What follows belongs to an exercise in optimizing a design on an open flow for small area; a production flow would make more cautious choices. RTL that was checked went through simulation tests only; none was proved equivalent to the original.

the baseline:
==> flow/design.v (excerpt) <==
module FFT_top (
input	wire 			clk,reset_n,
input	wire			start,
input	wire 	[15:0]	s_in,
output	wire 			s2p_en,
output	wire[15:0]		X_0_re,X_1_re,
						X_4_re,X_5_re,
						X_0_im,X_1_im,
						X_4_im,X_5_im,
						X_2_re,X_3_re,
						X_6_re,X_7_re,
						X_2_im,X_3_im,
						X_6_im,X_7_im
);
export LEC_CHECK = 0
export ABC_AREA = 1
export CAP_MARGIN = 20
export CORE_MARGIN = 2
export CORE_UTILIZATION = 80
export CTS_BUF_LIST = sky130_fd_sc_hd__clkbuf_16
export CTS_CLUSTER_DIAMETER = 100
export CTS_CLUSTER_SIZE = 25
export SLEW_MARGIN = 20
create_clock -name core_clock -period 12.0 [get_ports {clk}]
standard.sh (not shown) runs the stock make flow with config.mk's settings and CLKGATE_MAP_FILE= SYNTH_SCRIPT=/design/flow/synth_recipe.tcl, a recipe that flattens the netlist after the stock synthesis.
==> flow/flow/run.sh <==
#!/bin/bash
# Standard layout, except that the port buffers the standard flow's flow adds are the
# smallest buffer (buf_1) instead of the default choice, and one tie cell
# drives the constant outputs.
set -euo pipefail
bash standard.sh "BUFFER_PORTS_ARGS=-buffer_cell sky130_fd_sc_hd__buf_1" SKIP_REPAIR_TIE_FANOUT=1 finish > standard_flow.log 2>&1
The baseline went all the way through the flow, and no timing, DRC or antenna check failed.
Here is what was changed in the inputs of the candidate compared with the baseline.
diff --git a/flow/config.mk b/flow/config.mk
--- a/flow/config.mk
+++ b/flow/config.mk
@@ -11 +11 @@
-export CORE_UTILIZATION = 80
+export CORE_UTILIZATION = 70
==> comparison <==
Changes observed in the candidate relative to the baseline: number of placed instances, taps included increased by about 2.5% relative to the old numbers; smallest setup slack after layout increased by 0.28 ns relative to the old numbers; shortest clock period the worst path allows after layout decreased by 0.28 ns relative to the old numbers; detailed route wirelength on metal3 decreased by 1300 um relative to the old numbers. Fmax: the candidate higher than the baseline. Re die width: the baseline and the candidate aren't equal, and the lower value belongs to the baseline. Diff the baseline -> the candidate: die area rose by 14%; global-route usage fell by 9.6 points; total stage count of the critical path stayed essentially flat; count of multi-input gates stayed essentially flat.
No functional check of the RTL was part of any run of this note.

* * *

== run 1 ==
Another version of the RTL of FFT_top (not shown whole).
For scale: about 300 flip-flops, roughly 280 I/O pins, roughly 17000 um2 of cells after synthesis.
==> flow/config.mk <==
export PLATFORM = sky130hd
export DESIGN_NAME = FFT_top
export DESIGN_NICKNAME = FFT_top
export VERILOG_FILES = /design/flow/design.v
export SDC_FILE = /design/flow/constraint.sdc
export NUM_CORES = 4
export LEC_CHECK = 0
export CAP_MARGIN = 20
export CORE_MARGIN = 2
export CORE_UTILIZATION = 70
export CTS_BUF_LIST = sky130_fd_sc_hd__clkbuf_16
export CTS_CLUSTER_DIAMETER = 120
export CTS_CLUSTER_SIZE = 28
export SLEW_MARGIN = 20
==> flow/constraint.sdc <==
create_clock -name core_clock -period 12.0 [get_ports {clk}]
set_input_delay 2.4000 -clock core_clock [delete_from_list [all_inputs] [get_ports {clk}]]
set_output_delay 2.4000 -clock core_clock [all_outputs]
set_load 0.01 [all_outputs]
Scripts as last shown in full above: flow/flow/run.sh
Inputs modified between run 1 and run 2:
==> flow/flow/run.sh <==
#!/bin/bash
# The standard layout (standard.sh), with three changes:
#  - synthesis is the standard flow's own (synth_recipe.tcl, sourced by area_synth.tcl),
#    except that ABC maps the logic with its area-oriented mapper
#    (abc_amap.script) instead of ORFS's speed script; flip-flop mapping and
#    names are untouched;
#  - the port buffers are the smallest buffer (buf_1);
#  - one tie cell drives the constant outputs.
# Each tool's full output goes to standard_flow.log and ORFS's own logs.
set -euo pipefail
export AREA_SYNTH_DIR="$PWD"
bash standard.sh "SYNTH_SCRIPT=$PWD/flow/area_synth.tcl" \
  "BUFFER_PORTS_ARGS=-buffer_cell sky130_fd_sc_hd__buf_1" \
  SKIP_REPAIR_TIE_FANOUT=1 finish > standard_flow.log 2>&1
==> flow/flow/abc_amap.script (new file) <==
strash
dch
amap
==> flow/flow/area_synth.tcl (new file) <==
# The standard flow's synthesis (synth_recipe.tcl in the work folder), with ABC's
# technology mapping run with flow/abc_amap.script in place of ORFS's script.
proc abc {args} {
  set i [lsearch -exact $args -script]
  if {$i >= 0} {
    lset args [expr {$i + 1}] $::env(AREA_SYNTH_DIR)/flow/abc_amap.script
  }
  yosys abc {*}$args
}
source $::env(AREA_SYNTH_DIR)/synth_recipe.tcl
--- outcome ---
Run 2 against run 1: multi-input gate area in the final layout decreased about 6%, time the worst path needs with I/O delays and setup went up by 120 ps, global-route usage picked up an extra 1.1 points.
Floorplan check, run 2 vs run 1: die outline smaller in run 2
Looking at layer carrying the most global-route usage, the met1 result is from run 1; the met2 one comes from run 2.
Delta (run 2 minus run 1): wire length -0.96%, proportion of cell area spent on the clock network ~0 delta, wire length of the first global-routing pass +about 3%, worst-case headroom to the max-slew limit +9.5 points, maximum number of pins on one net before global-route repair -about 24%.
Run 1 vs run 2, launch point of the worst path: R1[6]$_DFF_P_ vs R1[1]$_DFF_P_
The lower setup slack came out of run 2.
> inputs changed (run 2 -> run 3)
==> flow/flow/run.sh <==
#!/bin/bash
# Standard layout, except that the port buffers the standard flow's flow adds are the
# smallest buffer (buf_1) instead of the default choice, and one tie cell
# drives the constant outputs.
set -euo pipefail
bash standard.sh "BUFFER_PORTS_ARGS=-buffer_cell sky130_fd_sc_hd__buf_1" SKIP_REPAIR_TIE_FANOUT=1 finish > standard_flow.log 2>&1
-- flow/config.mk --
<<< run 2, line 11
export CTS_BUF_LIST = sky130_fd_sc_hd__clkbuf_16
export CTS_CLUSTER_DIAMETER = 120
export CTS_CLUSTER_SIZE = 28
export SLEW_MARGIN = 20
>>> run 3, line 11
export CTS_BUF_LIST = sky130_fd_sc_hd__clkbuf_16
export CTS_CLUSTER_DIAMETER = 100
export CTS_CLUSTER_SIZE = 25
export SLEW_MARGIN = 20
removed: flow/flow/abc_amap.script
removed: flow/flow/area_synth.tcl
Notes after the runs:
Going from run 2 to run 3, number of standard cells in the final layout excluding fillers shrinks by 26. Clock buffer count, run 2 and run 3: higher on run 3. Looking at number of vias after detailed routing across run 2 and run 3, the one that comes out higher is run 2.

* * *

Another version of the RTL of FFT_top (not shown whole).
Size: about 1500 cells after synthesis, about 280 I/O pins.
clock: 12.0 ns
lec_check: 0
cap_margin: 20
core_margin: 2
core_utilization: 70
cts_buf_list: sky130_fd_sc_hd__clkbuf_4
cts_cluster_size: 30
slew_margin: 20
run.sh (not shown) runs the stock make flow with config.mk's settings and CLKGATE_MAP_FILE= SYNTH_SCRIPT=/design/flow/synth_recipe.tcl, a recipe that flattens the netlist after the stock synthesis.
Stock flow here: none of the scripts above is used.
The baseline ran to the end with no violations.
Next try:
==> flow/flow/run.sh (new file) <==
#!/bin/bash
# Standard layout, except that the port buffers the standard flow's flow adds are the
# smallest buffer (buf_1) instead of the default choice.
set -euo pipefail
bash standard.sh "BUFFER_PORTS_ARGS=-buffer_cell sky130_fd_sc_hd__buf_1" finish > standard_flow.log 2>&1
==> flow/standard.sh (new file) <==
#!/bin/bash
# synth_recipe.tcl (not shown) runs the flow's synth.tcl, then flattens the netlist and writes it again
# the make line also repeats each setting of config.mk as NAME=value (left out here)
make -C /OpenROAD-flow-scripts/flow DESIGN_CONFIG=/design/flow/config.mk WORK_HOME=/design/flow/orfs CLKGATE_MAP_FILE= SYNTH_SCRIPT=/design/flow/synth_recipe.tcl "${@:-finish}"
--- a/flow/config.mk
+++ b/flow/config.mk
@@ -9,5 +9,6 @@
 export CORE_MARGIN = 2
 export CORE_UTILIZATION = 70
-export CTS_BUF_LIST = sky130_fd_sc_hd__clkbuf_4
+export CTS_BUF_LIST = sky130_fd_sc_hd__clkbuf_16
+export CTS_CLUSTER_DIAMETER = 100
 export CTS_CLUSTER_SIZE = 30
 export SLEW_MARGIN = 20
removed: flow/run.sh
Outcome: Setup slack gains 0.27 ns; via count drops by about 6%; area after synthesis does not change; wire length fell by about 9%.
Next try:
==> flow/run.sh (new file) <==
#!/bin/bash
# synth_recipe.tcl (not shown) runs the flow's synth.tcl, then flattens the netlist and writes it again
# the make line also repeats each setting of config.mk as NAME=value (left out here)
make -C /OpenROAD-flow-scripts/flow DESIGN_CONFIG=/design/flow/config.mk WORK_HOME=/design/flow/orfs CLKGATE_MAP_FILE= SYNTH_SCRIPT=/design/flow/synth_recipe.tcl finish
removed: flow/flow/run.sh
removed: flow/standard.sh
Outcome:
- The changed run went through all stages and came out clean
- setup slack got worse by 0.31 ns
- cell area goes up by a little under a tenth
- sequential cell count is unchanged
- synthesized cell count stays the same
- global-route usage goes up by 2.1 points
- cell count barely changes

* * *

## job 6543
The RTL this note starts from:
==> flow/design.v <==
module rca #(parameter W = 16) (
  input  wire [W-1:0] a, b,
  input  wire         ci,
  output wire [W-1:0] s
);
  wire [W:0] c;
  assign c[0] = ci;
  genvar i;
  generate for (i = 0; i < W; i = i + 1) begin : g
    assign s[i]   = a[i] ^ b[i] ^ c[i];
    assign c[i+1] = (a[i] & b[i]) | (a[i] & c[i]) | (b[i] & c[i]);
  end endgenerate
endmodule
module mulw (
  input  wire [16:0] u,
  output wire [15:0] y
);
  wire [19:0] u20 = {{3{u[16]}}, u};
  wire [22:0] u23 = {{6{u[16]}}, u};
  wire [23:0] u24 = {{7{u[16]}}, u};
  wire [19:0] a;             
  wire [22:0] a23 = {{3{a[19]}}, a};
  wire [22:0] b;             
  wire [23:0] c;             
  wire [29:0] b30 = {{7{b[22]}}, b};
  wire [29:0] c30 = {{6{c[23]}}, c};
  wire [29:0] r;             
  assign a[1:0] = u[1:0];
  rca #(18) ra (.a(u20[19:2]), .b(u20[17:0]), .ci(1'b0), .s(a[19:2]));
  assign b[2:0] = a[2:0];
  rca #(20) rb (.a(a23[22:3]), .b(a23[19:0]), .ci(1'b0), .s(b[22:3]));
  assign c[5:0] = u[5:0];
  rca #(18) rc (.a(u24[23:6]), .b(u24[17:0]), .ci(1'b0), .s(c[23:6]));
  assign r[7:0] = c[7:0];
  rca #(22) rr (.a(b30[21:0]), .b(c30[29:8]), .ci(1'b0), .s(r[29:8]));
  assign y = r[29:14];
endmodule
module FFT_top (
input	wire 			clk,reset_n,
input	wire			start,
input	wire 	[15:0]	s_in,
output	wire 			s2p_en,
output	wire[15:0]		X_0_re,X_1_re,
						X_4_re,X_5_re,
						X_0_im,X_1_im,
						X_4_im,X_5_im,
						X_2_re,X_3_re,
						X_6_re,X_7_re,
						X_2_im,X_3_im,
						X_6_im,X_7_im
);
reg       toggle, en, primed;
reg [2:0] p;                  
always @(posedge clk, negedge reset_n) begin
  if (!reset_n) begin
    toggle <= 1'b0; en <= 1'b0; p <= 3'd0; primed <= 1'b0;
  end else begin
    if (start) toggle <= ~toggle;
    en <= toggle & ~start;
    if (en) p <= p + 3'd1;
    if (en && p == 3'd7) primed <= 1'b1;
  end
end
assign s2p_en = en;
wire p0 = (p == 3'd0), p1 = (p == 3'd1), p2 = (p == 3'd2), p3 = (p == 3'd3);
wire p4 = (p == 3'd4), p5 = (p == 3'd5), p6 = (p == 3'd6), p7 = (p == 3'd7);
reg [15:0] d1, d2;             
always @(posedge clk) if (en) begin d1 <= s_in; d2 <= d1; end
reg [15:0] X0a, ABa, A2p;
reg [15:1] X4a;
wire [15:0] xg = en ? d2 : 16'd0;
wire        sub4  = en & (p6 | p7 | p0 | p1);
wire        subab = en & (p4 | p5 | p0 | p1);
wire        init0 = en & p2;
wire        initab = en & (p2 | p6);
wire [15:0] x0s, x4s, abs_;
rca #(16) ax0 (.a(init0  ? 16'd0 : X0a), .b(xg),                 .ci(1'b0),  .s(x0s));
rca #(16) ax4 (.a(init0  ? 16'd0 : {X4a[15:1], X0a[0]}), .b(xg ^ {16{sub4}}), .ci(sub4), .s(x4s));
rca #(16) aab (.a(initab ? 16'd0 : ABa), .b(xg ^ {16{subab}}),   .ci(subab), .s(abs_));
always @(posedge clk) begin
  X0a <= x0s; X4a <= x4s[15:1]; ABa <= abs_;
  if (en && p6) A2p <= ABa;
end
wire [15:0] da = p7 ? d1 : d2;
wire [15:0] db = p7 ? s_in : d1;
wire [15:0] df;
rca #(16) adf (.a(da), .b(~db), .ci(1'b1), .s(df));
reg  [15:0] C, D;
reg  [16:0] E, F;
reg         m_p, nz_p, nzv_p;
wire [16:0] es = {E[15], E[15:0]};
wire [16:0] fs = {df[15], df};
wire [16:0] dif, sum;
rca #(17) aum (.a(es), .b(~fs), .ci(1'b1), .s(dif));    
rca #(17) aup (.a(es), .b(fs),  .ci(1'b0), .s(sum));    
wire        m_n = (df == 16'h8000);
wire [16:0] u1r = {dif[16] ^ m_n, dif[15:0]};           
wire [15:0] my;
mulw umul (.u(p0 ? F : E), .y(my));
always @(posedge clk) if (en) begin
  if (p2) C <= df;
  if (p4) D <= df;
  if (p6) E <= {1'b0, df};
  if (p7) begin
    E <= sum; F <= u1r;
    m_p <= m_n; nz_p <= |u1r[13:0]; nzv_p <= |sum[13:0];
  end
  if (p0) F[15:0] <= my;
  if (p1) E[15:0] <= my;
end
wire [15:0] P, Q, R, S;
rca #(16) aP (.a(C), .b(F[15:0]),  .ci(1'b0),   .s(P));     
rca #(16) aQ (.a(C), .b(~F[15:0]), .ci(1'b1),   .s(Q));     
rca #(16) aR (.a(D), .b(~E[15:0]), .ci(~nzv_p), .s(R));     
rca #(16) aS (.a(D), .b(E[15:0]),  .ci(nzv_p),  .s(S));     
reg [15:0] H0, HP, HR;
reg [15:1] H4, HA2, HB2, HQ, HS;
reg        Hm, Hnz;
always @(posedge clk, negedge reset_n) begin
  if (!reset_n) begin
    H0 <= 16'd0; H4 <= 15'd0; HA2 <= 15'd0; HB2 <= 15'd0;
    HP <= 16'd0; HQ <= 15'd0; HR <= 16'd0; HS <= 15'd0;
    Hm <= 1'b0; Hnz <= 1'b0;
  end else if (en && p2 && primed) begin
    H0 <= X0a; H4 <= X4a; HA2 <= A2p[15:1]; HB2 <= ABa[15:1];
    HP <= P; HQ <= Q[15:1]; HR <= R; HS <= S[15:1];
    Hm <= m_p; Hnz <= nz_p;
  end
end
wire        b2lsb = H0[1] ^ H4[1];
wire [15:0] fX4 = {H4, H0[0]};
wire [15:0] fA2 = {HA2, b2lsb ^ H0[0]};
wire [15:0] fB2 = {HB2, b2lsb};
wire [15:0] fQ  = {HQ, HP[0]};
wire [15:0] fS  = {HS, HR[0]};
wire [15:0] K  = Hm ? 16'hB504 : 16'd0;
wire [15:0] nK = Hm ? 16'h4AFC : 16'd0;       
wire [15:0] x7r, x3r, x1i, x5i, x2i;
rca #(16) o7r (.a(HP),  .b(K),   .ci(Hnz),  .s(x7r));   
rca #(16) o3r (.a(fQ),  .b(~K),  .ci(~Hnz), .s(x3r));   
rca #(16) o1i (.a(~fS), .b(nK),  .ci(1'b1), .s(x1i));   
rca #(16) o5i (.a(~HR), .b(K),   .ci(1'b1), .s(x5i));   
rca #(16) o2i (.a(~fB2), .b(16'd0), .ci(1'b1), .s(x2i));  
assign X_0_re = H0;   assign X_0_im = 16'd0;
assign X_4_re = fX4;   assign X_4_im = 16'd0;
assign X_2_re = fA2;  assign X_2_im = x2i;
assign X_6_re = fA2;  assign X_6_im = fB2;
assign X_1_re = HP;   assign X_1_im = x1i;
assign X_5_re = fQ;   assign X_5_im = x5i;
assign X_3_re = x3r;  assign X_3_im = HR;
assign X_7_re = x7r;  assign X_7_im = fS;
endmodule
Settings: LEC_CHECK=0, CAP_MARGIN=20, CORE_MARGIN=2, CORE_UTILIZATION=70, CTS_BUF_LIST=sky130_fd_sc_hd__clkbuf_16, CTS_CLUSTER_DIAMETER=100, CTS_CLUSTER_SIZE=25, SLEW_MARGIN=20; clock period 12.0 ns.
standard.sh (not shown) runs the stock make flow with config.mk's settings and CLKGATE_MAP_FILE= SYNTH_SCRIPT=/design/flow/synth_recipe.tcl, a recipe that flattens the netlist after the stock synthesis.
==> flow/flow/run.sh <==
#!/bin/bash
# Standard layout, except that the port buffers the standard flow's flow adds are the
# smallest buffer (buf_1) instead of the default choice.
set -euo pipefail
bash standard.sh "BUFFER_PORTS_ARGS=-buffer_cell sky130_fd_sc_hd__buf_1" finish > standard_flow.log 2>&1
Looking at the reports, job 6543 completed the entire flow and the layout it produced met the timing, design-rule and antenna checks.
diff inputs: job 6543 => job 8352
# job 6543
export LEC_CHECK = 0
export CAP_MARGIN = 20
export CORE_MARGIN = 2
export CORE_UTILIZATION = 70
export CTS_BUF_LIST = sky130_fd_sc_hd__clkbuf_16
export CTS_CLUSTER_DIAMETER = 100
export CTS_CLUSTER_SIZE = 25
export SLEW_MARGIN = 20
create_clock -name core_clock -period 12.0 [get_ports {clk}]
# job 8352
export LEC_CHECK = 0
export ABC_AREA = 1
export CAP_MARGIN = 20
export CORE_MARGIN = 2
export CORE_UTILIZATION = 70
export CTS_BUF_LIST = sky130_fd_sc_hd__clkbuf_16
export CTS_CLUSTER_DIAMETER = 100
export CTS_CLUSTER_SIZE = 25
export SLEW_MARGIN = 20
create_clock -name core_clock -period 12.0 [get_ports {clk}]
- Diff job 6543..job 8352 | number of buffers inserted by post-CTS setup repair | unchanged
- As far as register cell area after layout goes, job 6543 and job 8352 are indistinguishable; the numbers are identical.
- Compared with job 6543, job 8352 shows a worst setup slack that is 0.22 ns higher.
- Changes observed in job 8352 relative to job 6543: hold slack decreased by 0.020 ns relative to the old numbers.
### job 8352 -> job 1052
==> flow/run.sh (new file) <==
#!/bin/bash
# synth_recipe.tcl (not shown) runs the flow's synth.tcl, then flattens the netlist and writes it again
# the make line also repeats each setting of config.mk as NAME=value (left out here)
make -C /OpenROAD-flow-scripts/flow DESIGN_CONFIG=/design/flow/config.mk WORK_HOME=/design/flow/orfs CLKGATE_MAP_FILE= SYNTH_SCRIPT=/design/flow/synth_recipe.tcl finish
removed: flow/flow/run.sh
removed: flow/standard.sh
## What came out
- Max freq job 8352 -> job 1052: degraded
- Job 1052 vs. job 8352: via count now larger; critical path data required time comparable.
- The capturing element of the worst setup path comes out E[15]$_DFFE_PP_ in one run and F[15]$_DFFE_PP_ in the other, namely in job 8352 and job 1052 respectively.
Inputs modified between job 1052 and job 4487:
==> flow/flow/run.sh (new file) <==
#!/bin/bash
# Standard layout, except that the port buffers the standard flow's flow adds are the
# smallest buffer (buf_1) instead of the default choice, and one tie cell
# drives the constant outputs.
set -euo pipefail
bash standard.sh "BUFFER_PORTS_ARGS=-buffer_cell sky130_fd_sc_hd__buf_1" SKIP_REPAIR_TIE_FANOUT=1 finish > standard_flow.log 2>&1
==> flow/standard.sh (new file) <==
#!/bin/bash
# synth_recipe.tcl (not shown) runs the flow's synth.tcl, then flattens the netlist and writes it again
# the make line also repeats each setting of config.mk as NAME=value (left out here)
make -C /OpenROAD-flow-scripts/flow DESIGN_CONFIG=/design/flow/config.mk WORK_HOME=/design/flow/orfs CLKGATE_MAP_FILE= SYNTH_SCRIPT=/design/flow/synth_recipe.tcl "${@:-finish}"
removed: flow/run.sh
Findings:
- When job 4487 is measured against job 1052, its largest fanout on the critical path turns out 31 lower.
- Looking only at pin count of the biggest net entering global routing, and setting everything else aside, the higher value of job 4487 and job 1052 goes to job 1052.
- As far as share of the yosys chip area belonging to registers goes, job 4487 and job 1052 are indistinguishable; the numbers are identical.
- Job 4487 against job 1052: clock period minus worst slack down 0.16 ns, number of global-route vias before repair decreased by about 8% relative to the old numbers, first-pass GRT wire length went down 6.4%.

## static timing again, ports no longer ideal
In the flow no input, the clock included, has a driving cell. The finished layouts below were timed again as built, in two steps.
Step 1 sets driving cells, clkbuf_16 on the clock port and buf_2 on the other inputs (assumed; they add their load-dependent delay and slew).
Step 2 times the ports against the registers' clock, not the clock port: input delays grow and output delays shrink by t, the midpoint of the rising clock arrivals with the driver on.
Slacks: ideal ports / drivers / drivers and shift; pairs: ideal ports / drivers.
run | t, ns | setup slack, ns | hold WS [ns]
the baseline | 0.549 | 1.201 / 1.201 / 1.201 | 0.471 / 0.471 / 0.471
the candidate | 0.558 | 1.479 / 1.479 / 1.479 | 0.459 / 0.459 / 0.459
run 1 | 0.540 | 0.781 / 0.781 / 0.781 | 0.463 / 0.463 / 0.463
run 2 | 0.555 | 0.665 / 0.665 / 0.665 | 0.455 / 0.455 / 0.455
run 3 | 0.555 | 0.805 / 0.805 / 0.805 | 0.455 / 0.455 / 0.455
the first run of note 3 | 0.763 | 0.579 / 0.579 / 0.579 | 0.473 / 0.473 / 0.473
the second run of note 3 | 0.542 | 0.850 / 0.850 / 0.850 | 0.457 / 0.457 / 0.457
the third run of note 3 | 0.540 | 0.540 / 0.540 / 0.540 | 0.477 / 0.477 / 0.477
job 6543 | 0.546 | 0.569 / 0.569 / 0.569 | 0.477 / 0.477 / 0.477
job 8352 | 0.554 | 0.792 / 0.792 / 0.792 | 0.457 / 0.457 / 0.457
job 1052 | 0.551 | 0.531 / 0.531 / 0.531 | 0.466 / 0.466 / 0.466
job 4487 | 0.558 | 0.694 / 0.694 / 0.694 | 0.469 / 0.469 / 0.469
After both steps setup and hold are still met in every run listed.
